This is an optimization exercise on Yosys and OpenROAD, whose aim is small area, not a production implementation. Only simulation tests tie the RTL to the original design; equivalence was not proved. Power figures rest on the tool's default switching activity, not on a simulated workload.

## flow/design.v (module list and top-level ports; edited modules follow where they fit)
// module sq9: 75 lines
// module sq_thr: 67 lines
// module sumsq_lt: 190 lines
// module sumsq: 167 lines
// module rca: 11 lines
// module rinc: 10 lines
// module rlt: 9 lines
// module absdiff_n: 7 lines
// module absdiff: 7 lines
// module top_logic: 422 lines
module top_logic(
    input clk,
    input rst,
    input frz,
    input [4:0] level,
    input Dout,
    output vsync,
    output hsync,
    output [3:0] VGA_R,
    output [3:0] VGA_G,
    output [3:0] VGA_B,
    input BTNU,
    input BTND,
    input BTNL,
    input BTNR,
    output [7:0] seven_seg,
    output [7:0] sel,
    input pattern_select,
    input I_spi_miso,
    output O_spi_sck,
    output O_spi_cs,
    output O_spi_mosi
);
  // ...
==> flow/run.sh <==
#!/bin/bash
# synth_recipe.tcl (not shown) runs the flow's synth.tcl, then flattens the netlist and writes it again
# the make line also repeats each setting of config.mk as NAME=value (left out here)
make -C /OpenROAD-flow-scripts/flow DESIGN_CONFIG=/design/flow/config.mk WORK_HOME=/design/flow/orfs CLKGATE_MAP_FILE= SYNTH_SCRIPT=/design/flow/synth_recipe.tcl finish
==> flow/config.mk <==
export PLATFORM = sky130hd
export DESIGN_NAME = top_logic
export DESIGN_NICKNAME = top_logic
export VERILOG_FILES = /design/flow/design.v
export SDC_FILE = /design/flow/constraint.sdc
export NUM_CORES = 4
export LEC_CHECK = 0
export CAP_MARGIN = 20
export CORE_MARGIN = 2
export CORE_UTILIZATION = 40
export CTS_CLUSTER_DIAMETER = 120
export CTS_CLUSTER_SIZE = 30
export SLEW_MARGIN = 20
==> flow/constraint.sdc <==
create_clock -name core_clock -period 20.0 [get_ports {clk}]
set_input_delay 4.0000 -clock core_clock [delete_from_list [all_inputs] [get_ports {clk}]]
set_output_delay 4.0000 -clock core_clock [all_outputs]
set_load 0.01 [all_outputs]
==> reports/metrics.yaml, run 1 <==
synth:
  synth_top_area_frac: 0.268
  netlist-cell-type-count: 74
  synth_area_um2: 23800
  yosys_warnings: 1
  synthArstFlopShare: 0
  synth_seq_cells: 256
  synth_edf_count: 0
  muxShareOfSynthArea: 0.0270
  synth_largest_area_cell: "fa_1"
run_status:
  outcome: "finished clean"
timing:
  post-route-period-util: 0.933
  setup_viol: 0
  finalWorstSetupSlack_ps: 1340
  hold_violations: 0
  fin_setup_tns_ps: 0
floorplan:
  core.rowCount: 89
  start_util: 0.403
drt:
  ant_nets: 0
  drc: 0
  drtIter0Drc: 849
setup_path:
  crit_family: "adder cells"
  worstSetupPathDepth: 46
  reg2reg_from: "over"
  rrSetupSlack_ps: 4540
  cp_max_fo: 10
  worstPathArrival_ps: 19080
  crit_buf_inv: 4
power:
  powerComb_mw: 1.06
  p_int_mw: 1.10
  pwr-share-clk: 0.158
  power_leakage_nw: 11.3
  pg_seq_uw: 558
  p_sw_frac: 0.428
  vdd_drop_max_mv: 0.0698
placement:
  place_area_um2: 24900
cts:
  cts-root-buf: "clkbuf_16"
global_route:
  grt_max_degree: 81
  grt_busiest_layer: "met2"
final_layout:
  fin_cells: 3236
  mostFrequentLayoutCells: "inv_1, fa_1, ha_1"
  ff_latch_area_um2: 5130
min_path:
  worstHoldPathType: "reg2reg"
==> module top_logic, before the edit <==
module top_logic(
    input clk,
    input rst,
    input frz,
    input [4:0] level,
    input Dout,
    output vsync,
    output hsync,
    output [3:0] VGA_R,
    output [3:0] VGA_G,
    output [3:0] VGA_B,
    input BTNU,
    input BTND,
    input BTNL,
    input BTNR,
    output [7:0] seven_seg,
    output [7:0] sel,
    input pattern_select,
    input I_spi_miso,
    output O_spi_sck,
    output O_spi_cs,
    output O_spi_mosi
);
    reg [10:0] hcount;
    reg [9:0]  vcount;
    reg [9:0]  counter;
    reg        frame;
    wire hreset = (hcount == 11'd1039);
    wire vs = !(vcount >= 10'd637 && vcount <= 10'd642);      
    wire hs = !(hcount >= 11'd856 && hcount <= 11'd975);
    wire [10:0] hcount_inc;
    wire [9:0]  vcount_inc, counter_inc;
    wire hco, vco, cco;
    rinc #(11) u_hinc(.a(hcount), .ci(1'b1), .s(hcount_inc), .co(hco));
    rinc #(10) u_vinc(.a(vcount), .ci(hreset), .s(vcount_inc), .co(vco));
    rinc #(10) u_cinc(.a(counter), .ci(!vs), .s(counter_inc), .co(cco));
    always @(posedge clk) begin
        if (rst) begin
            hcount  <= 0;
            vcount  <= 0;
            counter <= 0;
            frame   <= 0;
        end else begin
            hcount <= hreset ? 11'd0 : hcount_inc;
            vcount <= (hreset && vcount == 10'd665) ? 10'd0 : vcount_inc;
            if (counter == 10'd30 && frz) begin
                counter <= 0;
                frame   <= 1;
            end else begin
                counter <= counter_inc;
                frame <= 0;
            end
        end
    end
    assign vsync = ~vs;
    assign hsync = ~hs;
    wire paused = ~frz;
    reg [9:0]  nb1xh;
    reg [8:0]  nb1yh;
    reg        b1sx, b1sy;
    reg [15:0] score;
    reg        over;
    wire [9:0]  nb1xh_n;       
    wire [8:0]  nb1yh_n;
    wire [15:0] score_inc;
    wire [3:0]  d1_inc, d2_inc, d3_inc;
    wire u0, u1, u2, u3, u4, u5;
    wire b1mv = frame && !over;
    rca  #(10) u_b1x(.a(nb1xh), .b({{9{b1mv & b1sx}}, b1mv}), .ci(1'b0), .s(nb1xh_n), .co(u0));
    rca  #(9)  u_b1y(.a(nb1yh), .b({{8{b1mv & b1sy}}, b1mv}), .ci(1'b0), .s(nb1yh_n), .co(u1));
    assign score_inc[15:4] = score[15:4];
    rinc #(4)  u_sc(.a(score[3:0]), .ci(1'b1), .s(score_inc[3:0]), .co(u2));
    rinc #(4)  u_d1(.a(score[7:4]), .ci(1'b1), .s(d1_inc), .co(u3));
    rinc #(4)  u_d2(.a(score[11:8]), .ci(1'b1), .s(d2_inc), .co(u4));
    rinc #(4)  u_d3(.a(score[15:12]), .ci(1'b1), .s(d3_inc), .co(u5));
    always @(posedge clk) begin
        if (rst) begin
            nb1xh <= ~10'd250;
            nb1yh <= ~9'd250;
        end else begin
            nb1xh <= nb1xh_n;
            nb1yh <= nb1yh_n;
        end
    end
    always @(posedge clk) begin
        if (rst) begin
            b1sx <= 0;
            b1sy <= 0;
            score <= 0;
        end else if (b1mv) begin
            if (nb1xh == ~10'd1) begin b1sx <= 1; score <= score_inc; end
            else if (nb1xh == ~10'd381) begin b1sx <= 0; score <= score_inc; end
            if (nb1yh == ~9'd18) begin b1sy <= 1; score <= score_inc; end
            else if (nb1yh == ~9'd281) begin b1sy <= 0; score <= score_inc; end
            if (score[3:0] == 10) begin score[3:0] <= 0; score[7:4] <= d1_inc; end
            if (score[7:4] == 10) begin score[7:4] <= 0; score[11:8] <= d2_inc; end
            if (score[11:8] == 10) begin score[11:8] <= 0; score[15:12] <= d3_inc; end
            if (score[15:12] == 10) begin score[11:8] <= 0; end
        end
    end
    reg [9:0]  nb2xh;
    reg [9:0]  nb2y;
    reg        b2sx, b2sy;
    wire [9:0]  nb2xh_n, nb2y_n;
    wire u6, u7;
    rca #(10) u_b2x(.a(nb2xh), .b({{9{frame & b2sx}}, frame}), .ci(1'b0), .s(nb2xh_n), .co(u6));
    rca #(10) u_b2y(.a(nb2y), .b({{8{frame & b2sy}}, frame & ~b2sy, frame}), .ci(1'b0), .s(nb2y_n), .co(u7));
    always @(posedge clk) begin
        if (rst) begin
            b2sx <= 0;
            b2sy <= 0;
        end else begin
            if (nb2xh >= ~10'd1) b2sx <= 1;
            else if (nb2xh <= ~10'd381) b2sx <= 0;
            if (nb2y >= ~10'd36) b2sy <= 1;
            else if (nb2y <= ~10'd562) b2sy <= 0;
        end
    end
    always @(posedge clk) begin
        if (rst) begin
            nb2xh <= ~10'd100;
            nb2y <= ~10'd500;
        end else begin
            nb2xh <= nb2xh_n;
            nb2y <= nb2y_n;
        end
    end
    reg [7:0] spi_i;           
    reg [5:0] state;           
    reg       cs_r, sck_r, mosi_r;
    reg [3:0] dout;
    reg [2:0] spi_xd, spi_yd;   
    wire sel0f = (spi_i != 8'd0) && (spi_i <= 8'd100);    
    reg [2:0] dstep;
    always @(*) begin
        case (dout)
            4'd1, 4'd2:   dstep = 3'b111;
            4'd3, 4'd4:   dstep = 3'b110;
            4'd13, 4'd14: dstep = 3'b001;
            4'd11, 4'd12: dstep = 3'b010;
            default:      dstep = 3'b000;
        endcase
    end
    wire [7:0] spi_i_inc;
    wire [5:0] state_inc;
    wire u8, u9;
    rinc #(8) u_iinc(.a(spi_i), .ci(1'b1), .s(spi_i_inc), .co(u8));
    rinc #(6) u_sinc(.a(state), .ci(1'b1), .s(state_inc), .co(u9));
    always @(posedge clk) begin
        if (rst) begin
            spi_i <= 0;
            spi_xd <= 0;
            spi_yd <= 0;
        end else begin
            spi_i <= (spi_i == 8'd199) ? 8'd0 : spi_i_inc;
            if (spi_i == 8'd99)  spi_yd <= -dstep;
            if (spi_i == 8'd199) spi_xd <= dstep;
        end
    end
    reg mosi_bit;
    always @(*) begin
        case (state[4:1])
            4'd4, 4'd6, 4'd7, 4'd15: mosi_bit = 1'b1;
            4'd11: mosi_bit = ~sel0f;
            4'd12, 4'd13, 4'd14: mosi_bit = sel0f;
            default: mosi_bit = 1'b0;
        endcase
    end
    always @(posedge clk) begin
        if (rst) begin
            state <= 0;
            cs_r <= 1;
            sck_r <= 0;
            mosi_r <= 0;
            dout <= 0;
        end else begin
            state <= (state == 6'd50) ? 6'd0 : state_inc;
            cs_r <= (state == 6'd49);
            if (state != 6'd50) sck_r <= state[0];
            if (state <= 6'd30 && !state[0]) mosi_r <= mosi_bit;
            if (state == 6'd43) dout[3] <= I_spi_miso;
            if (state == 6'd45) dout[2] <= I_spi_miso;
            if (state == 6'd47) dout[1] <= I_spi_miso;
            if (state == 6'd49) dout[0] <= I_spi_miso;
        end
    end
    assign O_spi_cs = cs_r;
    assign O_spi_sck = sck_r;
    assign O_spi_mosi = mosi_r;
    reg [10:0] px;
    reg [9:0]  py;
    reg [2:0]  pdx, pdy;       
    always @(*) begin
        if (!frame) begin
            pdx = 3'b000;
            pdy = 3'b000;
        end else if (!pattern_select) begin
            pdx = BTNR ? 3'b001 : BTNL ? 3'b111 : 3'b000;
            pdy = BTND ? 3'b001 : BTNU ? 3'b111 : 3'b000;
        end else begin
            pdx = spi_xd;
            pdy = spi_yd;
        end
    end
    wire [10:0] px_n;
    wire [9:0]  py_n;
    wire u10, u11;
    rca #(11) u_px(.a(px), .b({{8{pdx[2]}}, pdx}), .ci(1'b0), .s(px_n), .co(u10));
    rca #(10) u_py(.a(py), .b({{7{pdy[2]}}, pdy}), .ci(1'b0), .s(py_n), .co(u11));
    always @(posedge clk) begin
        if (rst) begin
            px <= 11'd500;
            py <= 10'd200;
        end else begin
            px <= px_n;
            py <= py_n;
        end
    end
    reg [8:0]  R;              
    reg [18:0] cnt;            
    reg        c19, c20;       
    reg [11:0] colorD;         
    reg [1:0]  cop;            
    reg [17:0] D1, D2;
    reg far1, far2;
    wire [10:0] nub_x = frame ? {nb1xh_n, 1'b1} : {nb2xh, 1'b1};
    wire [9:0]  nub_y = frame ? {nb1yh_n, 1'b1} : nb2y;
    wire [10:0] uax;
    wire [9:0]  uay;
    absdiff_n #(11) u_uax(.a(px_n), .nb(nub_x), .d(uax));
    absdiff_n #(10) u_uay(.a(py_n), .nb(nub_y), .d(uay));
    wire [18:0] uD;
    sumsq u_sq(.a(uax[8:0]), .b(uay[8:0]), .s(uD));
    wire ufar = (uax[10:9] != 2'b0) || uay[9] || uD[18];
    always @(posedge clk) begin
        if (rst) begin
            D1 <= 18'd90000;       
            far1 <= 0;
        end else if (frame) begin
            D1 <= uD[17:0];
            far1 <= ufar;
        end
    end
    always @(posedge clk) begin
        D2 <= uD[17:0];
        far2 <= ufar;
    end
    wire [17:0] D2x = frame ? D2 : uD[17:0];
    wire far2x = frame ? far2 : ufar;
    wire [17:0] R2, S2;
    sq9    u_r2(.r(R), .r2(R2));
    sq_thr u_s2(.r(R), .r2(R2), .s2(S2));
    wire lt1, lt2;
    rlt #(18) u_lt1(.a(D1), .b(S2), .lt(lt1));
    rlt #(18) u_lt2(.a(D2x), .b(S2), .lt(lt2));
    wire hit1 = !far1 && lt1;
    wire hit2 = !far2x && lt2;
    wire [11:0] xpR;
    wire [10:0] ypR, ymR;
    wire [9:0]  Rp2;
    wire u12, ymR_nneg, c1;
    assign Rp2[0] = R[0];
    rinc #(8)  u_rp2(.a(R[8:1]), .ci(1'b1), .s(Rp2[8:1]), .co(Rp2[9]));
    rlt  #(11) u_c1(.a(px), .b({1'b0, Rp2}), .lt(c1));
    rca  #(11) u_xpr(.a(px), .b({2'b0, R}), .ci(1'b0), .s(xpR[10:0]), .co(xpR[11]));
    rca  #(10) u_ypr(.a(py), .b({1'b0, R}), .ci(1'b0), .s(ypR[9:0]), .co(ypR[10]));
    rca  #(10) u_ymr(.a(py), .b(~{1'b0, R}), .ci(1'b1), .s(ymR[9:0]), .co(ymR_nneg));
    wire wall = c1 || (xpR > 12'd762) || (ymR_nneg && ymR[9:0] < 10'd36) || (ypR > 11'd562);
    wire collide = wall || hit1 || hit2;
    wire shrink = c20 && !Dout && (R[8:3] != 6'd0);
    wire [8:0]  R_n;
    wire [18:0] cnt_inc;
    wire [11:0] color_n;
    wire cnt_co, u16;
    rca  #(9)  u_rn(.a(R), .b({{7{shrink & !c19}}, shrink & !c19, c19}), .ci(1'b0), .s(R_n), .co(u12));
    rinc #(19) u_cnt(.a(cnt), .ci(!paused), .s(cnt_inc), .co(cnt_co));
    rca  #(12) u_col(.a(colorD), .b(12'h333), .ci(1'b0), .s(color_n), .co(u16));
    wire [11:0] color = cop[1] ? 12'h6C3 : cop[0] ? color_n : colorD;
    always @(posedge clk) begin
        if (rst) begin
            R <= 9'd10;
            cnt <= 0;
            c19 <= 0;
            c20 <= 0;
            over <= 0;
        end else begin
            cnt <= cnt_inc;
            c19 <= cnt_co;
            if (shrink) c20 <= 0;
            if (c19) begin
                c19 <= 0;
                c20 <= ~c20;
            end
            R <= collide ? 9'd400 : R_n;
            over <= collide;
        end
    end
    always @(posedge clk) begin
        colorD <= color;
        cop <= rst ? 2'd2 : shrink ? 2'd1 : paused ? 2'd2 : 2'd0;
    end
    wire [11:0] h12;
    wire [10:0] v12;
    rca #(11) u_h12(.a(hcount), .b(11'd12), .ci(1'b0), .s(h12[10:0]), .co(h12[11]));
    rca #(10) u_v12(.a(vcount), .b(10'd12), .ci(1'b0), .s(v12[9:0]), .co(v12[10]));
    wire [11:0] ex1, ex2;
    wire [10:0] ey1, ey2;
    wire u20, u21, u22, u23;
    rca #(12) u_ex1(.a(h12), .b({1'b1, nb1xh, 1'b1}), .ci(1'b1), .s(ex1), .co(u20));
    rca #(11) u_ey1(.a(v12), .b({1'b1, nb1yh, 1'b1}), .ci(1'b1), .s(ey1), .co(u21));
    rca #(12) u_ex2(.a(h12), .b({1'b1, nb2xh, 1'b1}), .ci(1'b1), .s(ex2), .co(u22));
    rca #(11) u_ey2(.a(v12), .b({1'b1, nb2y}), .ci(1'b1), .s(ey2), .co(u23));
    wire in_b1 = (ex1[11:5] == 7'd0) && (ey1[10:5] == 6'd0) && disc12(ex1[4:0], ey1[4:0]);
    wire in_b2 = (ex2[11:5] == 7'd0) && (ey2[10:5] == 6'd0) && disc12(ex2[4:0], ey2[4:0]);
    wire in_bd = (hcount == 11'd0) || (vcount == 10'd30) || (hcount == 11'd768) || (vcount == 10'd568);
    wire [10:0] ahxp;
    wire [9:0]  avyp;
    absdiff #(11) u_ahp(.a(hcount), .b(px), .d(ahxp));
    absdiff #(10) u_avp(.a(vcount), .b(py), .d(avyp));
    wire ltp;
    sumsq_lt u_p(.a(ahxp[8:0]), .b(avyp[8:0]), .t(R2), .lt(ltp));
    wire in_p = (ahxp[10:9] == 2'b0) && !avyp[9] && ltp;
    reg wd, pd;                
    always @(posedge clk) begin
        wd <= in_b1 || in_b2 || in_bd;
        pd <= in_p;
    end
    wire [11:0] s1 = wd ? 12'hFFF : (pd ? colorD : 12'h000);
    localparam WIDTH = 10, HEIGHT = 40;
    localparam [7:0] x = 120;
    localparam [7:0] y = 245;
    wire text =
        ((hcount >= (x + 5*WIDTH + 3*HEIGHT) && hcount < (x + 6*WIDTH + 3*HEIGHT)) && (vcount >= y && vcount < (y + 2*WIDTH + HEIGHT))) ||
        ((hcount >= (x + 5*WIDTH + 3*HEIGHT) && hcount < (x + 6*WIDTH + 3*HEIGHT)) && (vcount >= (y + 2*WIDTH + HEIGHT) && vcount < (y + 2*WIDTH + 2*HEIGHT))) ||
        ((hcount >= (x + 5*WIDTH + 3*HEIGHT) && hcount < (x + 7*WIDTH + 4*HEIGHT)) && (vcount >= (y + 2*WIDTH + 2*HEIGHT) && vcount < (y + 3*WIDTH + 2*HEIGHT))) ||
        ((hcount >= (x + 8*WIDTH + 4*HEIGHT) && hcount < (x + 10*WIDTH + 5*HEIGHT)) && (vcount >= y && vcount < (y + WIDTH))) ||
        ((hcount >= (x + 8*WIDTH + 4*HEIGHT) && hcount < (x + 9*WIDTH + 4*HEIGHT)) && (vcount >= (y + WIDTH) && vcount < (y + 2*WIDTH + HEIGHT))) ||
        ((hcount >= (x + 8*WIDTH + 4*HEIGHT) && hcount < (x + 9*WIDTH + 4*HEIGHT)) && (vcount >= (y + 2*WIDTH + HEIGHT) && vcount < (y + 2*WIDTH + 2*HEIGHT))) ||
        ((hcount >= (x + 8*WIDTH + 4*HEIGHT) && hcount < (x + 10*WIDTH + 5*HEIGHT)) && (vcount >= (y + 2*WIDTH + 2*HEIGHT) && vcount < (y + 3*WIDTH + 2*HEIGHT))) ||
        ((hcount >= (x + 9*WIDTH + 5*HEIGHT) && hcount < (x + 10*WIDTH + 5*HEIGHT)) && (vcount >= (y + WIDTH) && vcount < (y + 2*WIDTH + HEIGHT))) ||
        ((hcount >= (x + 9*WIDTH + 5*HEIGHT) && hcount < (x + 10*WIDTH + 5*HEIGHT)) && (vcount >= (y + 2*WIDTH + HEIGHT) && vcount < (y + 2*WIDTH + 2*HEIGHT))) ||
        ((hcount >= (x + 11*WIDTH + 5*HEIGHT) && hcount < (x + 13*WIDTH + 6*HEIGHT)) && (vcount >= y && vcount < (y + WIDTH))) ||
        ((hcount >= (x + 11*WIDTH + 5*HEIGHT) && hcount < (x + 12*WIDTH + 5*HEIGHT)) && (vcount >= (y + WIDTH) && vcount < (y + WIDTH + HEIGHT))) ||
        ((hcount >= (x + 11*WIDTH + 5*HEIGHT) && hcount < (x + 13*WIDTH + 6*HEIGHT)) && (vcount >= (y + WIDTH + HEIGHT) && vcount < (y + 2*WIDTH + HEIGHT))) ||
        ((hcount >= (x + 12*WIDTH + 6*HEIGHT) && hcount < (x + 13*WIDTH + 6*HEIGHT)) && (vcount >= (y + 2*WIDTH + HEIGHT) && vcount < (y + 2*WIDTH + 2*HEIGHT))) ||
        ((hcount >= (x + 11*WIDTH + 5*HEIGHT) && hcount < (x + 13*WIDTH + 6*HEIGHT)) && (vcount >= (y + 2*WIDTH + 2*HEIGHT) && vcount < (y + 3*WIDTH + 2*HEIGHT))) ||
        ((hcount >= (x + 14*WIDTH + 6*HEIGHT) && hcount < (x + 16*WIDTH + 7*HEIGHT)) && (vcount >= y && vcount < (y + WIDTH))) ||
        ((hcount >= (x + 14*WIDTH + 6*HEIGHT + HEIGHT/2) && hcount < (x + 15*WIDTH + 6*HEIGHT + HEIGHT/2)) && (vcount >= y && vcount < (y + 2*WIDTH + HEIGHT))) ||
        ((hcount >= (x + 14*WIDTH + 6*HEIGHT + HEIGHT/2) && hcount < (x + 15*WIDTH + 6*HEIGHT + HEIGHT/2)) && (vcount >= (y + 2*WIDTH + HEIGHT) && vcount < (y + 3*WIDTH + 2*HEIGHT)));
    reg        txt;            
    reg [11:0] final_pixel;
    always @(posedge clk) begin
        if (rst) begin
            final_pixel <= 0;
            txt <= 0;
        end else if (!over) begin
            final_pixel <= s1;
        end else begin
            txt <= text;
            final_pixel <= {4'h0, {8{txt}}};
        end
    end
    assign VGA_R = final_pixel[11:8];
    assign VGA_G = final_pixel[7:4];
    assign VGA_B = final_pixel[3:0];
    reg [18:0] scnt;
    wire [18:0] scnt_inc;
    wire u30;
    rinc #(19) u_scnt(.a(scnt), .ci(1'b1), .s(scnt_inc), .co(u30));
    always @(posedge clk) begin
        if (rst) scnt <= 0;
        else scnt <= (scnt == 19'd500000) ? 19'd1 : scnt_inc;
    end
    reg [3:0] digit;
    always @(*) begin
        case (scnt[13:11])
            3'd0: digit = score[3:0];
            3'd1: digit = score[7:4];
            3'd2: digit = score[11:8];
            3'd3: digit = score[15:12];
            default: digit = 4'hF;
        endcase
    end
    reg [7:0] seg;
    always @(*) begin
        case (digit)
            4'h0: seg = 8'hc0;
            4'h1: seg = 8'hf9;
            4'h2: seg = 8'ha4;
            4'h3: seg = 8'hb0;
            4'h4: seg = 8'h99;
            4'h5: seg = 8'h92;
            4'h6: seg = 8'h82;
            4'h7: seg = 8'hf8;
            4'h8: seg = 8'h80;
            4'h9: seg = 8'h90;
            default: seg = 8'hff;
        endcase
    end
    assign seven_seg = seg;
    assign sel = ~(8'd1 << scnt[13:11]);
    function disc12(input [4:0] e, input [4:0] f);
        reg [3:0] a, b, w;
        begin
            a = (e >= 5'd12) ? e[3:0] - 4'd12 : 4'd12 - e[3:0];
            b = (f >= 5'd12) ? f[3:0] - 4'd12 : 4'd12 - f[3:0];
            case (b)
                4'd0: w = 4'd12;
                4'd1, 4'd2, 4'd3, 4'd4: w = 4'd11;
                4'd5, 4'd6: w = 4'd10;
                4'd7: w = 4'd9;
                4'd8: w = 4'd8;
                4'd9: w = 4'd7;
                4'd10: w = 4'd6;
                4'd11: w = 4'd4;
                4'd12: w = 4'd0;
                default: w = 4'd0;
            endcase
            disc12 = (e <= 5'd24) && (f <= 5'd24) && (a <= w);
        end
    endfunction
endmodule
==> inputs of run 2 (changes only) <==
--- a/flow/design.v
+++ b/flow/design.v
@@ -543,2 +543,20 @@
 endmodule
+module absdiff9 #(parameter W = 11) (input [W-1:0] a, input [W-1:0] b, output [8:0] d, output big);
+    wire [W-1:0] s, m;
+    wire ge;                          
+    rca #(W) u_sub(.a(a), .b(~b), .ci(1'b1), .s(s), .co(ge));
+    assign m = s ^ {W{~ge}};
+    wire co;
+    rinc #(9) u_neg(.a(m[8:0]), .ci(~ge), .s(d), .co(co));
+    assign big = co || (m[W-1:9] != 0);
+endmodule
+module absdiff9_n #(parameter W = 11) (input [W-1:0] a, input [W-1:0] nb, output [8:0] d, output big);
+    wire [W-1:0] s, m;
+    wire ge;
+    rca #(W) u_sub(.a(a), .b(nb), .ci(1'b1), .s(s), .co(ge));
+    assign m = s ^ {W{~ge}};
+    wire co;
+    rinc #(9) u_neg(.a(m[8:0]), .ci(~ge), .s(d), .co(co));
+    assign big = co || (m[W-1:9] != 0);
+endmodule
 module top_logic(
@@ -770,9 +788,9 @@
     wire [9:0]  nub_y = frame ? {nb1yh_n, 1'b1} : nb2y;
-    wire [10:0] uax;
-    wire [9:0]  uay;
-    absdiff_n #(11) u_uax(.a(px_n), .nb(nub_x), .d(uax));
-    absdiff_n #(10) u_uay(.a(py_n), .nb(nub_y), .d(uay));
+    wire [8:0] uax, uay;
+    wire uxbig, uybig;
+    absdiff9_n #(11) u_uax(.a(px_n), .nb(nub_x), .d(uax), .big(uxbig));
+    absdiff9_n #(10) u_uay(.a(py_n), .nb(nub_y), .d(uay), .big(uybig));
     wire [18:0] uD;
-    sumsq u_sq(.a(uax[8:0]), .b(uay[8:0]), .s(uD));
-    wire ufar = (uax[10:9] != 2'b0) || uay[9] || uD[18];
+    sumsq u_sq(.a(uax), .b(uay), .s(uD));
+    wire ufar = uxbig || uybig || uD[18];
     always @(posedge clk) begin
@@ -844,23 +862,21 @@
     end
-    wire [11:0] h12;
-    wire [10:0] v12;
-    rca #(11) u_h12(.a(hcount), .b(11'd12), .ci(1'b0), .s(h12[10:0]), .co(h12[11]));
-    rca #(10) u_v12(.a(vcount), .b(10'd12), .ci(1'b0), .s(v12[9:0]), .co(v12[10]));
-    wire [11:0] ex1, ex2;
-    wire [10:0] ey1, ey2;
+    wire [11:0] dx1, dx2;
+    wire [10:0] dy1, dy2;
     wire u20, u21, u22, u23;
-    rca #(12) u_ex1(.a(h12), .b({1'b1, nb1xh, 1'b1}), .ci(1'b1), .s(ex1), .co(u20));
-    rca #(11) u_ey1(.a(v12), .b({1'b1, nb1yh, 1'b1}), .ci(1'b1), .s(ey1), .co(u21));
-    rca #(12) u_ex2(.a(h12), .b({1'b1, nb2xh, 1'b1}), .ci(1'b1), .s(ex2), .co(u22));
-    rca #(11) u_ey2(.a(v12), .b({1'b1, nb2y}), .ci(1'b1), .s(ey2), .co(u23));
-    wire in_b1 = (ex1[11:5] == 7'd0) && (ey1[10:5] == 6'd0) && disc12(ex1[4:0], ey1[4:0]);
-    wire in_b2 = (ex2[11:5] == 7'd0) && (ey2[10:5] == 6'd0) && disc12(ex2[4:0], ey2[4:0]);
+    rca #(12) u_dx1(.a({1'b0, hcount}), .b({1'b1, nb1xh, 1'b1}), .ci(1'b1), .s(dx1), .co(u20));
+    rca #(11) u_dy1(.a({1'b0, vcount}), .b({1'b1, nb1yh, 1'b1}), .ci(1'b1), .s(dy1), .co(u21));
+    rca #(12) u_dx2(.a({1'b0, hcount}), .b({1'b1, nb2xh, 1'b1}), .ci(1'b1), .s(dx2), .co(u22));
+    rca #(11) u_dy2(.a({1'b0, vcount}), .b({1'b1, nb2y}), .ci(1'b1), .s(dy2), .co(u23));
+    wire in_b1 = disc12(dx1[11], (dx1[11:4] == {8{dx1[11]}}), dx1[3:0],
+                        dy1[10], (dy1[10:4] == {7{dy1[10]}}), dy1[3:0]);
+    wire in_b2 = disc12(dx2[11], (dx2[11:4] == {8{dx2[11]}}), dx2[3:0],
+                        dy2[10], (dy2[10:4] == {7{dy2[10]}}), dy2[3:0]);
     wire in_bd = (hcount == 11'd0) || (vcount == 10'd30) || (hcount == 11'd768) || (vcount == 10'd568);
-    wire [10:0] ahxp;
-    wire [9:0]  avyp;
-    absdiff #(11) u_ahp(.a(hcount), .b(px), .d(ahxp));
-    absdiff #(10) u_avp(.a(vcount), .b(py), .d(avyp));
+    wire [8:0] ahxp, avyp;
+    wire hxbig, vybig;
+    absdiff9 #(11) u_ahp(.a(hcount), .b(px), .d(ahxp), .big(hxbig));
+    absdiff9 #(10) u_avp(.a(vcount), .b(py), .d(avyp), .big(vybig));
     wire ltp;
-    sumsq_lt u_p(.a(ahxp[8:0]), .b(avyp[8:0]), .t(R2), .lt(ltp));
-    wire in_p = (ahxp[10:9] == 2'b0) && !avyp[9] && ltp;
+    sumsq_lt u_p(.a(ahxp), .b(avyp), .t(R2), .lt(ltp));
+    wire in_p = !hxbig && !vybig && ltp;
     reg wd, pd;                
@@ -892,14 +908,13 @@
         ((hcount >= (x + 14*WIDTH + 6*HEIGHT + HEIGHT/2) && hcount < (x + 15*WIDTH + 6*HEIGHT + HEIGHT/2)) && (vcount >= (y + 2*WIDTH + HEIGHT) && vcount < (y + 3*WIDTH + 2*HEIGHT)));
-    reg        txt;            
+    reg        txt;
     reg [11:0] final_pixel;
+    always @(posedge clk)
+        txt <= over && text;
     always @(posedge clk) begin
-        if (rst) begin
+        if (rst)
             final_pixel <= 0;
-            txt <= 0;
-        end else if (!over) begin
+        else if (!over)
             final_pixel <= s1;
-        end else begin
-            txt <= text;
+        else
             final_pixel <= {4'h0, {8{txt}}};
-        end
     end
@@ -944,20 +959,22 @@
     assign sel = ~(8'd1 << scnt[13:11]);
-    function disc12(input [4:0] e, input [4:0] f);
-        reg [3:0] a, b, w;
+    function disc12(input sx, input hx, input [3:0] lx, input sy, input hy, input [3:0] ly);
+        reg [3:0] mx, my, w;
+        reg rx, ry;
         begin
-            a = (e >= 5'd12) ? e[3:0] - 4'd12 : 4'd12 - e[3:0];
-            b = (f >= 5'd12) ? f[3:0] - 4'd12 : 4'd12 - f[3:0];
-            case (b)
-                4'd0: w = 4'd12;
-                4'd1, 4'd2, 4'd3, 4'd4: w = 4'd11;
-                4'd5, 4'd6: w = 4'd10;
-                4'd7: w = 4'd9;
-                4'd8: w = 4'd8;
-                4'd9: w = 4'd7;
-                4'd10: w = 4'd6;
-                4'd11: w = 4'd4;
-                4'd12: w = 4'd0;
-                default: w = 4'd0;
+            mx = lx ^ {4{sx}};             
+            my = ly ^ {4{sy}};             
+            rx = hx && (sx ? (mx <= 4'd11) : (mx <= 4'd12));    
+            ry = hy && (sy ? (my <= 4'd11) : (my <= 4'd12));
+            case ({sy, my})                
+                5'd0:  w = 4'd12;                                         
+                5'd1, 5'd2, 5'd3, 5'd4, 5'd16, 5'd17, 5'd18, 5'd19: w = 4'd11;    
+                5'd5, 5'd6, 5'd20, 5'd21: w = 4'd10;                      
+                5'd7, 5'd22: w = 4'd9;
+                5'd8, 5'd23: w = 4'd8;
+                5'd9, 5'd24: w = 4'd7;
+                5'd10, 5'd25: w = 4'd6;
+                5'd11, 5'd26: w = 4'd4;
+                default: w = 4'd0;                                        
             endcase
-            disc12 = (e <= 5'd24) && (f <= 5'd24) && (a <= w);
+            disc12 = rx && ry && (sx ? (mx < w) : (mx <= w));
         end
--- a/flow/config.mk
+++ b/flow/config.mk
@@ -10,4 +10,4 @@
 export CORE_UTILIZATION = 40
-export CTS_CLUSTER_DIAMETER = 120
-export CTS_CLUSTER_SIZE = 30
+export CTS_CLUSTER_DIAMETER = 110
+export CTS_CLUSTER_SIZE = 25
 export SLEW_MARGIN = 20
==> run 2 against run 1 <==
Still clean. Global-route usage increased by 0.26 points. Design area decreased by 0.95%. Fmax decreased by 0.67%. First-iteration DRC count decreased by 8.1%. Routed wire length about the same. Core utilization increased by 0.40 points. Count of clock-buffer cells in the layout increased by 4. Critical path type unchanged. Critical endpoint is now R[3].
==> reports/metrics.yaml, run 2 <==
final_layout:
  fillers: 5580  # was 5588
  fin_util: 0.433  # was 0.429
  top_regs: "cnt (19), scnt (19)"  # unchanged
  fin_nets: 2992  # was 3053
  drive_above_1_share: 0.0337  # was 0.0300
  ff_latch_area_um2: 5130  # unchanged
  area_delta_synth_final_pct: 6.83  # was 6.46%
  multi_input_area_um2: 16700  # was 17000 um2
  mostFrequentLayoutCells: "inv_1, fa_1, dfxtp_1"  # was inv_1, fa_1, ha_1
  mostFrequentLayoutCell: "inv_1"  # unchanged
  diodes: 0  # unchanged
power:
  power_leakage_nw: 11.2  # was 11.3 nW
  p_per_area_nw_per_um2: 78.6  # was 75.8 nW/um2
  vdd_drop_max_mv: 0.0620  # was 0.0698 mV
synth:
  syn-num-nets: 3005  # was 3061
  synth_seq_cells: 256  # unchanged
  synth_ff_type: "dfxtp_1"  # unchanged
  netlist-cell-type-count: 92  # was 74
  syn_inst: 2444  # was 2469
  yosys_warnings: 1  # unchanged
  synth_top_area_frac: 0.272  # was 0.268
  seq_area_frac_synth: 0.219  # was 0.216
  synth_area_um2: 23400  # was 23800 um2
  synthTopCellsByCount: "inv_1, fa_1, dfxtp_1, ha_1, nand2_1"  # was inv_1, fa_1, ha_1, dfxtp_1, nand2_1
  synth.most_common_cell: "inv_1"  # unchanged
  syn_avg_cell_area_um2: 9.59  # was 9.62 um2
  synthArstFlopShare: 0  # unchanged
  synth_edf_count: 0  # unchanged
  synth_largest_area_cell: "fa_1"  # unchanged
  netlist_top_cells_area: "fa_1, dfxtp_1, ha_1"  # unchanged
timing:
  hold_violations: 0  # unchanged
  post-route-period-util: 0.939  # was 0.933
  rsz0062_at_grt: "false"  # unchanged
  setup_viol: 0  # unchanged
  max_freq_mhz: 53.2  # was 53.6 MHz
  drv_slew: 0  # unchanged
  fin_setup_tns_ps: 0  # unchanged
  worst_pin_slew_ps: 942  # was 951 ps
  slew_headroom: 0.370  # was 0.364
  skew_ps: 31.9  # about the same
  min_period_ps: 18780  # was 18660 ps
setup_path:
  critPathSlowestCell: "or4b_4"  # was clkdlybuf4s50_1
  crit_path_start_kind: "primary input"  # unchanged
  criticalPathCategory: "in2reg"  # unchanged
  worstPathArrival_ps: 19160  # was 19080 ps
  crit_path_end_kind: "flop"  # unchanged
  cp_max_fo: 10  # unchanged
  cpPeakStageDelay_ps: 600  # was 590 ps
  r2r_cells: 48  # was 47
  rrSetupSlack_ps: 3990  # was 4540 ps
  path_common_cell: "fa_1"  # unchanged
  crit_required_ps: 20380  # was 20430 ps
cts:
  cts_hold_buf: 0  # unchanged
  post_cts_resized: 0  # unchanged
  htreeDepth: 1  # unchanged
  clk_latency_ps: 540  # was 520 ps
  cts.clk_slew.worst_paths_ps: 100  # was 120 ps
  clk_path_buf_depth: 3  # unchanged
  cts_sinks: 256  # unchanged
  cts-buffers-inserted: 16  # was 13
  cts_setup_buffers: 0  # unchanged
  cts-root-buf: "clkbuf_16"  # unchanged
  cts_tree: "yes"  # unchanged
global_route:
  gr-total-overflow: 0  # unchanged
  grt_max_degree: 80  # was 81
  grt_pass1_vias: 17100  # about the same
  grt_antenna_before_repair: 1  # was 0
  grt_usage: 0.181  # was 0.178
  grt_pass1_wl_um: 88200  # was 88100 um
floorplan:
  core.rowCount: 88  # was 89
  start_util: 0.406  # was 0.403
  die_w_um: 246  # was 248 um
  core_region_area_um2: 57800  # was 58900 um2
  io_pins: 48  # unchanged
  fp.dieH_um: 246  # was 248 um
  die_area_um2: 60600  # was 61300 um2
placement:
  dp.final_hpwl_um: 42600  # was 42700 um
  gp_congestion: 0.869  # was 0.853
  io_buffers: 41  # unchanged
run_status:
  outcome: "finished clean"  # unchanged
drt:
  dr_total_vias: 16300  # unchanged
  drt_pass1_iterations: 5  # was 6
  viasPerCell: 5.10  # was 5.05
  drtIter0Drc: 780  # was 849
  wl_per_cell_um: 16.5  # was 16.3 um
  drc: 0  # unchanged
  ant_nets: 0  # unchanged
  wirelength_um: 52800  # about the same
flow_run:
  maxCapViolations: 0  # unchanged
min_path:
  hold_path_depth: 2  # was 1
  worstHoldPathType: "reg2reg"  # unchanged
run 2: cells by family after synthesis:
family                   synth area share
AO/OA/AOI/OAI                      0.0805
XOR/XNOR                           0.0370
adder cells (fa/ha/maj)             0.397
buffers and inverters              0.0696
flip-flops                          0.219
multiplexers                       0.0228
other                            0.000160
AND/OR/NAND/NOR                     0.174
run 2: worst paths after layout:
kind / start / to
setup / recovery: pattern_select / R[3]
hold / removal: sck_r / sck_r
setup reg to reg: over / R[3]
hold reg to reg: sck_r / sck_r
run 2: layer usage:
layer  track usage  part of all wire  vias to the layer above  wire length [um]
met5             0                 0                        -                 0
met2         0.309              0.48                      279             25200
met4        0.0513             0.030                        0              1580
li1              -                 -                     7894                 -
met1         0.241              0.46                     8081             24000
met3        0.0196             0.037                       77              1960
run 2: layout make-up:
class | count | share of cell area
timing repair buffer | 49 | 0.0187
tap | 765 | 0.0382
inverter | 347 | 0.0521
clock inverter | 5 | 0.00310
clock buffer | 17 | 0.0170
multi-input combinational | 1761 | 0.666
sequential | 256 | 0.205
run 2: report_power, final:
| group | total (mW) | internal, mW | switching (mW) |
|---|---|---|---|
| clock network | 0.361 | 0.162 | 0.199 |
| logic | 1.05 | 0.441 | 0.611 |
| registers | 0.554 | 0.526 | 0.0285 |
run 2: per-stage QoR:
stage | hold WS (ps) | cells | cell area [um2] | power, mW | worst slack, ps
floorplan | 440 | 2444 | 23400 | 1.35 | 1810
global placement | 461 | 3178 | 24500 | 1.59 | 812
detailed placement | 464 | 3178 | 24500 | 1.63 | 686
CTS | 481 | 3200 | 25000 | 2.00 | 1240
global route | 514 | 3200 | 25000 | 2.17 | 666
finish | 478 | 3200 | 25000 | 1.97 | 1220
run 2: critical path: cells and delay by family:
family          cells  cell delay [ps]
compound gates      5              890
simple gates        3             1060
xor+xnor            1              180
buf+inv             4              600
fa+ha+maj          32            12450
==> inputs of run 3 (changes only) <==
--- a/flow/config.mk
+++ b/flow/config.mk
@@ -10,4 +10,4 @@
 export CORE_UTILIZATION = 40
-export CTS_CLUSTER_DIAMETER = 110
-export CTS_CLUSTER_SIZE = 25
+export CTS_CLUSTER_DIAMETER = 100
+export CTS_CLUSTER_SIZE = 20
 export SLEW_MARGIN = 20
==> run 3 against run 2 <==
Worst setup slack worse by 2.2 ps. Routed wire length is 0.28% higher. Die area stayed put. Global-route usage hardly changed. Register-to-register slack worse by 20 ps. Highest routed layer unchanged.
==> reports/metrics.yaml, run 3 <==
cts:
  clk_latency_ps: 540  # about the same
  post_cts_resized: 0  # unchanged
  cts.clk_slew.worst_paths_ps: 90  # was 100 ps
  clk_path_buf_depth: 3  # unchanged
  cts_tree: "yes"  # unchanged
  htreeDepth: 1  # unchanged
  cts_setup_buffers: 0  # unchanged
  cts_hold_buf: 0  # unchanged
  cts-buffers-inserted: 19  # was 16
  cts_sinks: 256  # unchanged
  cts-root-buf: "clkbuf_16"  # unchanged
drt:
  drc: 0  # unchanged
  ant_nets: 0  # unchanged
  wl_per_cell_um: 16.5  # about the same
  drtIter0Drc: 667  # was 780
  drt_pass1_iterations: 5  # unchanged
  viasPerCell: 5.12  # was 5.10
  dr_total_vias: 16400  # was 16300
  wirelength_um: 52900  # was 52800 um
global_route:
  gr-total-overflow: 0  # unchanged
  grt_pass1_wl_um: 88200  # about the same
  grt_pass1_vias: 17100  # about the same
  grt_usage: 0.181  # about the same
  grt_antenna_before_repair: 1  # unchanged
  grt_max_degree: 80  # unchanged
synth:
  netlist_top_cells_area: "fa_1, dfxtp_1, ha_1"  # unchanged
  seq_area_frac_synth: 0.219  # unchanged
  syn_avg_cell_area_um2: 9.59  # unchanged
  synth_seq_cells: 256  # unchanged
  synth.most_common_cell: "inv_1"  # unchanged
  synth_top_area_frac: 0.272  # unchanged
  syn_inst: 2444  # unchanged
  synthArstFlopShare: 0  # unchanged
  synth_area_um2: 23400  # unchanged
  yosys_warnings: 1  # unchanged
  synthTopCellsByCount: "inv_1, fa_1, dfxtp_1, ha_1, nand2_1"  # unchanged
  synth_largest_area_cell: "fa_1"  # unchanged
  netlist-cell-type-count: 92  # unchanged
  synth_ff_type: "dfxtp_1"  # unchanged
  syn-num-nets: 3005  # unchanged
  synth_edf_count: 0  # unchanged
floorplan:
  core_region_area_um2: 57800  # unchanged
  die_w_um: 246  # unchanged
  fp.dieH_um: 246  # unchanged
  io_pins: 48  # unchanged
  start_util: 0.406  # unchanged
  core.rowCount: 88  # unchanged
  die_area_um2: 60600  # unchanged
setup_path:
  crit_required_ps: 20390  # was 20380 ps
  cpPeakStageDelay_ps: 600  # about the same
  crit_path_start_kind: "primary input"  # unchanged
  crit_family: "adder cells"  # unchanged
  criticalPathCategory: "in2reg"  # unchanged
  path_common_cell: "fa_1"  # unchanged
  worstSetupPathDepth: 45  # unchanged
  crit_path_end_kind: "flop"  # unchanged
  r2r_cells: 48  # unchanged
  critPathSlowestCell: "or4b_4"  # unchanged
  crit_buf_inv: 4  # unchanged
  cp_max_fo: 10  # unchanged
  worstPathArrival_ps: 19170  # was 19160 ps
final_layout:
  fin_nets: 2995  # was 2992
  area_delta_synth_final_pct: 7.16  # was 6.83%
  mostFrequentLayoutCells: "inv_1, fa_1, dfxtp_1"  # unchanged
  diodes: 0  # unchanged
  mostFrequentLayoutCell: "inv_1"  # unchanged
  drive_above_1_share: 0.0356  # was 0.0337
  fin_util: 0.435  # was 0.433
  top_regs: "cnt (19), scnt (19)"  # unchanged
  fillers: 5561  # was 5580
timing:
  rsz0062_at_grt: "false"  # unchanged
  whs_ps: 474  # was 478 ps
  hold_violations: 0  # unchanged
  post-route-period-util: 0.939  # about the same
  drv_slew: 0  # unchanged
  skew_ps: 23.8  # was 31.9 ps
  worst_pin_slew_ps: 955  # was 942 ps
  setup_viol: 0  # unchanged
  min_period_ps: 18780  # about the same
  slew_headroom: 0.361  # was 0.370
  fin_setup_tns_ps: 0  # unchanged
  max_freq_mhz: 53.2  # about the same
power:
  p_int_mw: 1.15  # was 1.13 mW
  power_leakage_nw: 11.2  # about the same
  comb_power_share: 0.526  # was 0.535
  pwr-share-clk: 0.197  # was 0.183
  seqPwrFrac: 0.277  # was 0.282
  p_switching_uw: 848  # was 838 uW
  vdd_drop_max_mv: 0.0622  # was 0.0620 mV
  p_sw_frac: 0.424  # was 0.426
  p_per_area_nw_per_um2: 79.6  # was 78.6 nW/um2
placement:
  gp_congestion: 0.869  # unchanged
  dp.final_hpwl_um: 42600  # unchanged
  io_buffers: 41  # unchanged
run_status:
  outcome: "finished clean"  # unchanged
min_path:
  worstHoldPathType: "reg2reg"  # unchanged
  hold_path_depth: 2  # unchanged
flow_run:
  maxCapViolations: 0  # unchanged
==> run 3: final timing paths <==
check	from	end	slack, ps
setup / recovery	pattern_select	R[3]	1220
setup reg to reg	over	R[3]	3970
hold reg to reg	sck_r	sck_r	470
hold / removal	sck_r	sck_r	470
==> run 3: tightest hold or removal path: cells and delay by family, from the launching register on <==
kind | cells | cell delay, ps
simple gates | 1 | 60
compound gates | 1 | 50
flops | 1 | 320
==> run 3: cell type report <==
class                           count  area [um2]  area share
Multi-Input combinational cell   1761       16700       0.664
Sequential cell                   256        5130       0.204
Inverter                          347        1310      0.0519
Tap cell                          765         957      0.0381
Clock buffer                       22         497      0.0198
Timing Repair Buffer               49         468      0.0186
Clock inverter                      7        82.6     0.00329
==> run 3: kinds of logic (layout without fill, tap and decap cells) <==
logic type | Yosys count | after routing | share of synthesized area
other | 1 | 1 | 0.000160
AND/OR/NAND/NOR | 778 | 778 | 0.174
flip-flops | 256 | 256 | 0.219
buffers and inverters | 427 | 425 | 0.0696
adder cells (fa/ha/maj) | 554 | 554 | 0.397
multiplexers | 47 | 47 | 0.0228
XOR/XNOR | 99 | 99 | 0.0370
AO/OA/AOI/OAI | 282 | 282 | 0.0805
==> run 3: power groups by stage <==
stage | Clock, mW | Sequential (mW) | Combinational [mW]
after floorplan | 0 | 0.558 | 0.792
after global placement | 0 | 0.566 | 1.02
after detailed placement | 0 | 0.566 | 1.06
after CTS | 0.406 | 0.554 | 1.07
after global routing | 0.425 | 0.558 | 1.22
final | 0.393 | 0.554 | 1.05
==> run 3: metal layers <==
layer	vias up	part of all wire	track usage
met5	-	0	0
met4	0	0.031	0.0569
met3	87	0.037	0.0209
met2	321	0.47	0.306
met1	8093	0.46	0.242
li1	7907	-	-
==> run 3: through the flow <==
step / instances / area [um2] / power (mW) / worst slack [ps]
after floorplan: 2444 / 23400 / 1.35 / 1810
final: 3207 / 25100 / 2.00 / 1220
after detailed placement: 3178 / 24500 / 1.63 / 686
after CTS: 3207 / 25100 / 2.03 / 1240
after global routing: 3207 / 25100 / 2.20 / 672
after global placement: 3178 / 24500 / 1.59 / 812
==> inputs of run 4 (changes only) <==
==> flow/flow/run.sh (new file) <==
#!/bin/bash
# Own layout flow: the standard flow (standard.sh) with one netlist step
# between synthesis and floorplan. polfix.py chooses the polarity of every full
# adder cell (a full adder is self-dual) so that fewer inverters are needed
# around the adder trees; registers and all other cells are left as they are.
# Each step writes its full output to its own log file in this folder.
set -euo pipefail
R=orfs/results/${FLOW_PLATFORM}/top_logic/base
bash standard.sh synth > log_1_synth.txt 2>&1
cp "$R/1_2_yosys.v" "$R/1_2_yosys_std.v"
python3 flow/polfix.py "$R/1_2_yosys_std.v" "$R/1_2_yosys.v" > log_2_polfix.txt 2>&1
rm -f "$R/1_synth.odb" "$R/1_synth.sdc"
bash standard.sh finish > log_3_finish.txt 2>&1
==> flow/flow/polfix.py (new file) <==
#!/usr/bin/env python3
"""Remove inverters around sky130 full-adder cells in a mapped netlist.

A full adder is self-dual: FA(~a, ~b, ~c) = (~sum, ~cout).  Synthesis often
leaves inverters on full-adder inputs or outputs that a different choice of
polarity per full adder would make unnecessary.  This pass chooses a polarity
("flip") for every fa cell by local search so that the number of inverters
needed is as small as possible, and rewrites the netlist accordingly.  The
function of every net that the rest of the design sees is unchanged; flops,
ports and all other cells are untouched.

usage: polfix.py IN.v OUT.v
"""
import re, sys, collections

INV = "sky130_fd_sc_hd__inv_1"
FA_PREFIX = "sky130_fd_sc_hd__fa_"
OUT_PINS = {"X", "Y", "Q", "Q_N", "SUM", "COUT", "HI", "LO"}


def main(src, dst):
    text = open(src).read()
    m = re.search(r"\bmodule\b", text)
    inst_re = re.compile(r"^(\s*)(sky130_fd_sc_hd__\w+)\s+(\S+)\s*\((.*?)\);\n", re.S | re.M)
    pin_re = re.compile(r"\.(\w+)\(\s*((?:\\\S+\s)|[^()\s]+)\s*\)")
    cells = []
    for mm in inst_re.finditer(text):
        pins = [(p, n.strip()) for p, n in pin_re.findall(mm.group(4))]
        cells.append(dict(type=mm.group(2), name=mm.group(3), pins=pins, span=mm.span()))
    ports = set()
    for kind in ("input", "output"):
        for mm in re.finditer(r"^\s*%s\s+(?:\[(\d+):(\d+)\]\s+)?(\S+);" % kind, text, re.M):
            if mm.group(1) is not None:
                hi, lo = int(mm.group(1)), int(mm.group(2))
                for i in range(min(hi, lo), max(hi, lo) + 1):
                    ports.add("%s[%d]" % (mm.group(3), i))
            ports.add(mm.group(3))

    drv = {}
    for c in cells:
        for p, n in c["pins"]:
            if p in OUT_PINS:
                drv[n] = c
    # inverters that may be removed/recreated: both nets internal
    def is_free_inv(c):
        if c["type"] != INV:
            return False
        a = dict(c["pins"])["A"]; y = dict(c["pins"])["Y"]
        return a not in ports and y not in ports
    free_inv = [c for c in cells if is_free_inv(c)]
    free_names = set(c["name"] for c in free_inv)

    # base(n): follow free inverters back; returns (base_net, parity)
    def base(n):
        q = 0
        seen = 0
        while n in drv and drv[n]["name"] in free_names and seen < 50:
            n = dict(drv[n]["pins"])["A"]; q ^= 1; seen += 1
        return n, q

    fas = [c for c in cells if c["type"].startswith(FA_PREFIX)]
    fa_idx = {c["name"]: i for i, c in enumerate(fas)}
    # output base nets of each fa
    # consumers: every input pin of a non-free-inverter cell, and every port net that is
    # driven through free inverters (output ports keep their own driver; we require those
    # inverters to stay by not treating them as free).
    need = collections.defaultdict(list)   # base net -> list of (fa index or -1, parity)
    consumers = []                          # (cell, pin, base, parity)
    for c in cells:
        if c["name"] in free_names:
            continue
        fi = fa_idx.get(c["name"], -1)
        for p, n in c["pins"]:
            if p in OUT_PINS:
                continue
            b, q = base(n)
            consumers.append((c, p, b, q, fi))
            need[b].append((fi, q))
    drv_fa = {}
    for i, c in enumerate(fas):
        for p, n in c["pins"]:
            if p in ("SUM", "COUT"):
                drv_fa[n] = i
    pinned = set()
    for n in ports:
        if n in drv_fa:
            pinned.add(drv_fa[n])
    flip = [0] * len(fas)

    def net_cost(b):
        f = flip[drv_fa[b]] if b in drv_fa else 0
        for fi, q in need[b]:
            if (q ^ (flip[fi] if fi >= 0 else 0) ^ f):
                return 1
        return 0

    touch = collections.defaultdict(set)
    for b, lst in need.items():
        for fi, q in lst:
            if fi >= 0:
                touch[fi].add(b)
        if b in drv_fa:
            touch[drv_fa[b]].add(b)
    before = sum(net_cost(b) for b in need)
    improved = True
    passes = 0
    while improved and passes < 50:
        improved = False
        passes += 1
        for i in range(len(fas)):
            if i in pinned:
                continue
            nets = touch[i]
            c0 = sum(net_cost(b) for b in nets)
            flip[i] ^= 1
            c1 = sum(net_cost(b) for b in nets)
            if c1 < c0:
                improved = True
            else:
                flip[i] ^= 1
    after = sum(net_cost(b) for b in need)

    # rebuild: physical net for (base, wanted parity)
    phys_pol = lambda b: flip[drv_fa[b]] if b in drv_fa else 0
    inv_net = {}
    new_invs = []
    counter = [0]

    def phys(b, q):
        if q ^ phys_pol(b) == 0:
            return b
        if b not in inv_net:
            counter[0] += 1
            nn = "_pol%d_" % counter[0]
            inv_net[b] = nn
            new_invs.append((b, nn))
        return inv_net[b]

    newpins = {}
    for c, p, b, q, fi in consumers:
        want = q ^ (flip[fi] if fi >= 0 else 0)
        newpins[(c["name"], p)] = phys(b, want)

    out = []
    last = 0
    wires = []
    for c in cells:
        s, e = c["span"]
        out.append(text[last:s])
        last = e
        if c["name"] in free_names:
            continue
        pins = []
        for p, n in c["pins"]:
            if p in OUT_PINS:
                pins.append((p, n))
            else:
                pins.append((p, newpins[(c["name"], p)]))
        out.append("  %s %s (\n%s\n  );\n" % (c["type"], c["name"],
                   ",\n".join("    .%s(%s)" % (p, n if not n.startswith("\\") else n + " ") for p, n in pins)))
    for b, nn in new_invs:
        out.append("  %s %s_i (\n    .A(%s),\n    .Y(%s)\n  );\n" % (INV, nn, b if not b.startswith("\\") else b + " ", nn))
        wires.append(nn)
    out.append(text[last:])
    res = "".join(out)
    # declare new wires after the module port list
    decl = "".join("  wire %s;\n" % w for w in wires)
    k = res.index(";\n", res.index("module")) + 2
    res = res[:k] + decl + res[k:]
    open(dst, "w").write(res)
    sys.stderr.write("polfix: %d fa cells, %d flipped; inverters %d -> %d (free before %d)\n"
                     % (len(fas), sum(flip), before, len(new_invs), len(free_inv)))


if __name__ == "__main__":
    main(sys.argv[1], sys.argv[2])
==> flow/standard.sh (new file) <==
#!/bin/bash
# synth_recipe.tcl (not shown) runs the flow's synth.tcl, then flattens the netlist and writes it again
# the make line also repeats each setting of config.mk as NAME=value (left out here)
make -C /OpenROAD-flow-scripts/flow DESIGN_CONFIG=/design/flow/config.mk WORK_HOME=/design/flow/orfs CLKGATE_MAP_FILE= SYNTH_SCRIPT=/design/flow/synth_recipe.tcl "${@:-finish}"
removed: flow/run.sh
==> run 4 against run 3 <==
Still clean. Via count decreased by 2.7%. Total power decreased by 1.5%. Worst setup slack got worse by 130 ps. Final cell count decreased by 2.7%. Synthesized cell count decreased by 3.4%. Sequential power about the same. Clock power decreased by 5%. Sequential share of layout area increased by 0.28 points. Highest routed layer unchanged.
==> reports/metrics.yaml, run 4 <==
run_status:
  outcome: "finished clean"  # unchanged
cts:
  clk_latency_ps: 550  # was 540 ps
  htreeDepth: 1  # unchanged
  cts.clk_slew.worst_paths_ps: 80  # was 90 ps
  clk_path_buf_depth: 3  # unchanged
  cts-buffers-inserted: 18  # was 19
  cts-root-buf: "clkbuf_16"  # unchanged
  cts_hold_buf: 0  # unchanged
  cts_sinks: 256  # unchanged
  cts_setup_buffers: 0  # unchanged
  post_cts_resized: 0  # unchanged
  cts_tree: "yes"  # unchanged
global_route:
  gr-total-overflow: 0  # unchanged
  grt_antenna_before_repair: 1  # unchanged
  grt_max_degree: 78  # was 80
  grt_usage: 0.181  # about the same
  grt_pass1_vias: 16900  # was 17100
  grt_pass1_wl_um: 87500  # was 88200 um
synth:
  syn_avg_cell_area_um2: 9.80  # was 9.59 um2
  synth_area_um2: 23100  # was 23400 um2
  yosys_warnings: 1  # unchanged
  syn_inst: 2362  # was 2444
  syn-num-nets: 2923  # was 3005
final_layout:
  area_delta_synth_final_pct: 7.12  # was 7.16%
  drive_above_1_share: 0.0361  # was 0.0356
  top_regs: "cnt (19), scnt (19)"  # unchanged
  fin_cells: 3121  # was 3207
  mostFrequentLayoutCells: "fa_1, inv_1, dfxtp_1"  # was inv_1, fa_1, dfxtp_1
  mostFrequentLayoutCell: "fa_1"  # was inv_1
  diodes: 0  # unchanged
  fin_util: 0.431  # was 0.435
  fillers: 5515  # was 5561
  fin_nets: 2912  # was 2995
power:
  power_leakage_nw: 11.0  # was 11.2 nW
  total_power_mw: 1.97  # was 2.00 mW
  p_int_mw: 1.16  # was 1.15 mW
  vdd_drop_max_mv: 0.0966  # was 0.0622 mV
  seqPwrFrac: 0.281  # was 0.277
  p_switching_uw: 813  # was 848 uW
  pwr-share-clk: 0.190  # was 0.197
  comb_power_share: 0.529  # was 0.526
  p_per_area_nw_per_um2: 79.5  # was 79.6 nW/um2
  p_sw_frac: 0.413  # was 0.424
placement:
  dp.final_hpwl_um: 41500  # was 42600 um
  gp_congestion: 0.880  # was 0.869
  io_buffers: 41  # unchanged
  dp_cells: 3096  # was 3178
floorplan:
  die_w_um: 245  # was 246 um
  io_pins: 48  # unchanged
  start_util: 0.403  # was 0.406
  fp.dieH_um: 245  # was 246 um
  die_area_um2: 59800  # was 60600 um2
  core_region_area_um2: 57500  # was 57800 um2
  core.rowCount: 88  # unchanged
setup_path:
  crit_required_ps: 20390  # about the same
  crit_family: "adder cells"  # unchanged
  crit_buf_inv: 3  # was 4
  cpPeakStageDelay_ps: 590  # was 600 ps
  reg2reg_from: "over"  # unchanged
  worstSetupPathDepth: 45  # unchanged
  crit_path_start_kind: "primary input"  # unchanged
  r2r_cells: 46  # was 48
  cp_max_fo: 10  # unchanged
  path_common_cell: "fa_1"  # unchanged
  criticalPathCategory: "in2reg"  # unchanged
  critPathSlowestCell: "clkdlybuf4s50_1"  # was or4b_4
  cp-startpoint: "pattern_select"  # unchanged
  worstPathArrival_ps: 19300  # was 19170 ps
  crit_path_end_kind: "flop"  # unchanged
min_path:
  holdCritStartpoint: "sck_r"  # unchanged
  worstHoldPathType: "reg2reg"  # unchanged
  hold_path_depth: 2  # unchanged
drt:
  dr_total_vias: 16000  # was 16400
  wirelength_um: 51800  # was 52900 um
  ant_nets: 0  # unchanged
  wl_per_cell_um: 16.6  # was 16.5 um
  drc: 0  # unchanged
  drtIter0Drc: 837  # was 667
  viasPerCell: 5.12  # about the same
  drt_pass1_iterations: 5  # unchanged
timing:
  fin_setup_tns_ps: 0  # unchanged
  max_freq_mhz: 52.9  # was 53.2 MHz
  drv_slew: 0  # unchanged
  whs_ps: 477  # was 474 ps
  rsz0062_at_grt: "false"  # unchanged
  skew_ps: 36.9  # was 23.8 ps
  worst_pin_slew_ps: 977  # was 955 ps
  slew_headroom: 0.347  # was 0.361
  post-route-period-util: 0.945  # was 0.939
  setup_viol: 0  # unchanged
  hold_violations: 0  # unchanged
  min_period_ps: 18910  # was 18780 ps
flow_run:
  maxCapViolations: 0  # unchanged
## run 4: metrics by stage
stage               area [um2]  worst slack [ps]
floorplan                23100              1920
global placement         24200               844
detailed placement       24200               544
CTS                      24800              1060
global route             24800               432
finish                   24800              1090
## run 4: path summary, 6_finish.rpt
| check | to | slack, ps |
|---|---|---|
| worst max-delay path | R[3] | 1090 |
| worst min-delay path | sck_r | 480 |
| worst max register to register | R[3] | 4010 |
| worst min register to register | sck_r | 480 |
## run 4: per-layer routing
| layer | up-vias | GRT usage | part of all wire |
|---|---|---|---|
| li1 | 7748 | - | - |
| met1 | 7896 | 0.247 | 0.46 |
| met2 | 257 | 0.306 | 0.48 |
| met3 | 66 | 0.0207 | 0.038 |
| met4 | 0 | 0.0420 | 0.022 |
| met5 | - | 0 | 0 |
## run 4: power by group through the flow
stage                     combinational (mW)  clock (mW)  sequential, mW
final                                   1.04       0.375           0.553
after global routing                    1.20       0.407           0.556
after CTS                               1.06       0.390           0.553
after detailed placement                1.04           0           0.565
after global placement                  1.03           0           0.564
after floorplan                        0.779           0           0.560
## run 4: cell type report
class | count | area, um2 | share of cell area
multi-input combinational | 1761 | 16700 | 0.673
sequential | 256 | 5130 | 0.207
inverter | 265 | 997 | 0.0402
tap | 765 | 957 | 0.0386
timing repair buffer | 49 | 468 | 0.0189
clock buffer | 18 | 450 | 0.0182
clock inverter | 7 | 97.6 | 0.00394
## run 4: worst register-to-register path: cells and delay by family (launching register included)
kind / cells / cell delay, ps
buf+inv: 5 / 900
flops: 1 / 650
mux: 1 / 300
compound gates: 4 / 750
xor+xnor: 1 / 180
fa+ha+maj: 31 / 11810
simple gates: 4 / 1300
==> inputs of run 5 (changes only) <==
--- a/flow/config.mk
+++ b/flow/config.mk
@@ -10,4 +10,4 @@
 export CORE_UTILIZATION = 40
-export CTS_CLUSTER_DIAMETER = 100
-export CTS_CLUSTER_SIZE = 20
+export CTS_CLUSTER_DIAMETER = 110
+export CTS_CLUSTER_SIZE = 25
 export SLEW_MARGIN = 20
==> run 5 against run 4 <==
Combinational power hardly changed. Synthesized cell count stayed put. Sequential power hardly changed. Largest power group unchanged.
==> reports/metrics.yaml, run 5 <==
setup_path:
  path_common_cell: "fa_1"  # unchanged
  cpPeakStageDelay_ps: 580  # was 590 ps
  crit_required_ps: 20380  # was 20390 ps
  criticalPathCategory: "in2reg"  # unchanged
  crit_family: "adder cells"  # unchanged
  crit_path_end_kind: "flop"  # unchanged
  worstPathArrival_ps: 19300  # about the same
  critPathSlowestCell: "clkdlybuf4s50_1"  # unchanged
  crit_buf_inv: 3  # unchanged
  cp_max_fo: 10  # unchanged
  crit_path_start_kind: "primary input"  # unchanged
drt:
  wirelength_um: 51900  # was 51800 um
  wl_per_cell_um: 16.7  # was 16.6 um
  drt_pass1_iterations: 5  # unchanged
  drtIter0Drc: 797  # was 837
  ant_nets: 0  # unchanged
  drc: 0  # unchanged
  dr_total_vias: 15900  # was 16000
  viasPerCell: 5.12  # about the same
final_layout:
  drive_above_1_share: 0.0340  # was 0.0361
  top_regs: "cnt (19), scnt (19)"  # unchanged
  mostFrequentLayoutCell: "fa_1"  # unchanged
  fin_cells: 3116  # was 3121
  diodes: 0  # unchanged
  fin_nets: 2909  # was 2912
  area_delta_synth_final_pct: 6.76  # was 7.12%
  mostFrequentLayoutCells: "fa_1, inv_1, dfxtp_1"  # unchanged
placement:
  dp_cells: 3096  # unchanged
  io_buffers: 41  # unchanged
  gp_congestion: 0.880  # unchanged
  dp.final_hpwl_um: 41500  # unchanged
floorplan:
  core.rowCount: 88  # unchanged
  die_area_um2: 59800  # unchanged
  io_pins: 48  # unchanged
  start_util: 0.403  # unchanged
  die_w_um: 245  # unchanged
  core_region_area_um2: 57500  # unchanged
  fp.dieH_um: 245  # unchanged
synth:
  yosys_warnings: 1  # unchanged
  synth_area_um2: 23100  # unchanged
  syn_inst: 2362  # unchanged
  syn-num-nets: 2923  # unchanged
  syn_avg_cell_area_um2: 9.80  # unchanged
timing:
  slew_headroom: 0.343  # was 0.347
  setup_viol: 0  # unchanged
  drv_slew: 0  # unchanged
  hold_violations: 0  # unchanged
  worst_pin_slew_ps: 982  # was 977 ps
  rsz0062_at_grt: "false"  # unchanged
  fin_setup_tns_ps: 0  # unchanged
  skew_ps: 24.8  # was 36.9 ps
  post-route-period-util: 0.946  # was 0.945
  min_period_ps: 18910  # about the same
  max_freq_mhz: 52.9  # about the same
min_path:
  worstHoldPathType: "reg2reg"  # unchanged
cts:
  cts-buffers-inserted: 15  # was 18
  clk_path_buf_depth: 3  # unchanged
  cts_setup_buffers: 0  # unchanged
  cts_sinks: 256  # unchanged
  cts-root-buf: "clkbuf_16"  # unchanged
  post_cts_resized: 0  # unchanged
  cts.clk_slew.worst_paths_ps: 100  # was 80 ps
  htreeDepth: 1  # unchanged
  cts_hold_buf: 0  # unchanged
  cts_tree: "yes"  # unchanged
  clk_latency_ps: 520  # was 550 ps
global_route:
  grt_usage: 0.180  # was 0.181
  grt_pass1_vias: 16800  # was 16900
  grt_pass1_wl_um: 87300  # was 87500 um
  grt_antenna_before_repair: 1  # unchanged
  gr-total-overflow: 0  # unchanged
  grt_max_degree: 78  # unchanged
power:
  power_leakage_nw: 10.9  # was 11.0 nW
  vdd_drop_max_mv: 0.0965  # was 0.0966 mV
  total_power_mw: 1.94  # was 1.97 mW
  p_per_area_nw_per_um2: 78.6  # was 79.5 nW/um2
flow_run:
  maxCapViolations: 0  # unchanged
run_status:
  outcome: "finished clean"  # unchanged
==> run 5: through the flow <==
step	instance area (um2)	util	worst slack (ps)	hold slack, ps
2_1_floorplan	23100	-	1920	440
3_3_place_gp	24200	0.422	844	457
3_5_place_dp	24200	0.422	544	466
4_1_cts	24700	0.430	1060	485
5_1_grt	24700	0.430	427	504
6_report	24700	0.430	1090	480
==> run 5: routing by layer <==
metal / track usage / up-vias / part of all wire
li1: - / 7726 / -
met1: 0.247 / 7901 / 0.47
met2: 0.306 / 259 / 0.48
met3: 0.0195 / 59 / 0.038
met4: 0.0396 / 0 / 0.020
met5: 0 / - / 0
==> run 5: worst paths after layout <==
check | to | start | slack [ps] | depth (start not counted)
hold / removal | sck_r | sck_r | 480 | 2
setup reg to reg | R[3] | over | 4070 | 46
hold reg to reg | sck_r | sck_r | 480 | 2
setup / recovery | R[3] | pattern_select | 1090 | 45
==> run 5: power by group <==
part / switching [mW] / internal [mW]
sequential: 0.0274 / 0.526
clock: 0.189 / 0.156
combinational: 0.594 / 0.451
total: 0.810 / 1.13
==> run 5: final cells by class <==
| type | count | area (um2) |
|---|---|---|
| flip-flops and latches | 256 | 5130 |
| clock inverters | 5 | 90.1 |
| clock buffers | 15 | 375 |
| repair buffers | 49 | 468 |
| inverters | 265 | 997 |
| multi-input cells | 1761 | 16700 |
| well taps | 765 | 957 |
| fillers | 5517 | 32800 |
==> run 5: worst min-delay path, cell delays in order (launching register included) <==
cell and delay (ps):
dfxtp_1 320, nand3_1 60, a21oi_1 50

re-timing with driven ports:
In the flow no input, the clock included, has a driving cell. The finished layouts below were timed again as built, in two steps.
Step 1 assumes that a clkbuf_16 drives the clock port and a buf_2 every other input.
Step 2 also shifts input and output timing later by t, the mid clock arrival at the registers, as if the neighbouring blocks saw the same clock.
Slacks: ideal ports / drivers / drivers and shift; pairs: ideal ports / drivers.
run | t, ns | slack for setup (ns) | worst slew at a driven data input, ns | pins driven straight from the clock port
run 1 | 0.563 | 1.343 / 1.382 / 0.819 | 0.04 | 1
run 2 | 0.580 | 1.218 / 1.256 / 0.676 | 0.05 | 1
run 3 | 0.590 | 1.216 / 1.256 / 0.666 | 0.05 | 1
run 4 | 0.585 | 1.090 / 1.111 / 0.525 | 0.06 | 1
run 5 | 0.571 | 1.089 / 1.109 / 0.538 | 0.06 | 1
After both steps every run listed still meets setup and hold. For run 4, which loses most, drivers alone change the setup slack by +0.021 ns; drivers and shift together by -0.565 ns.
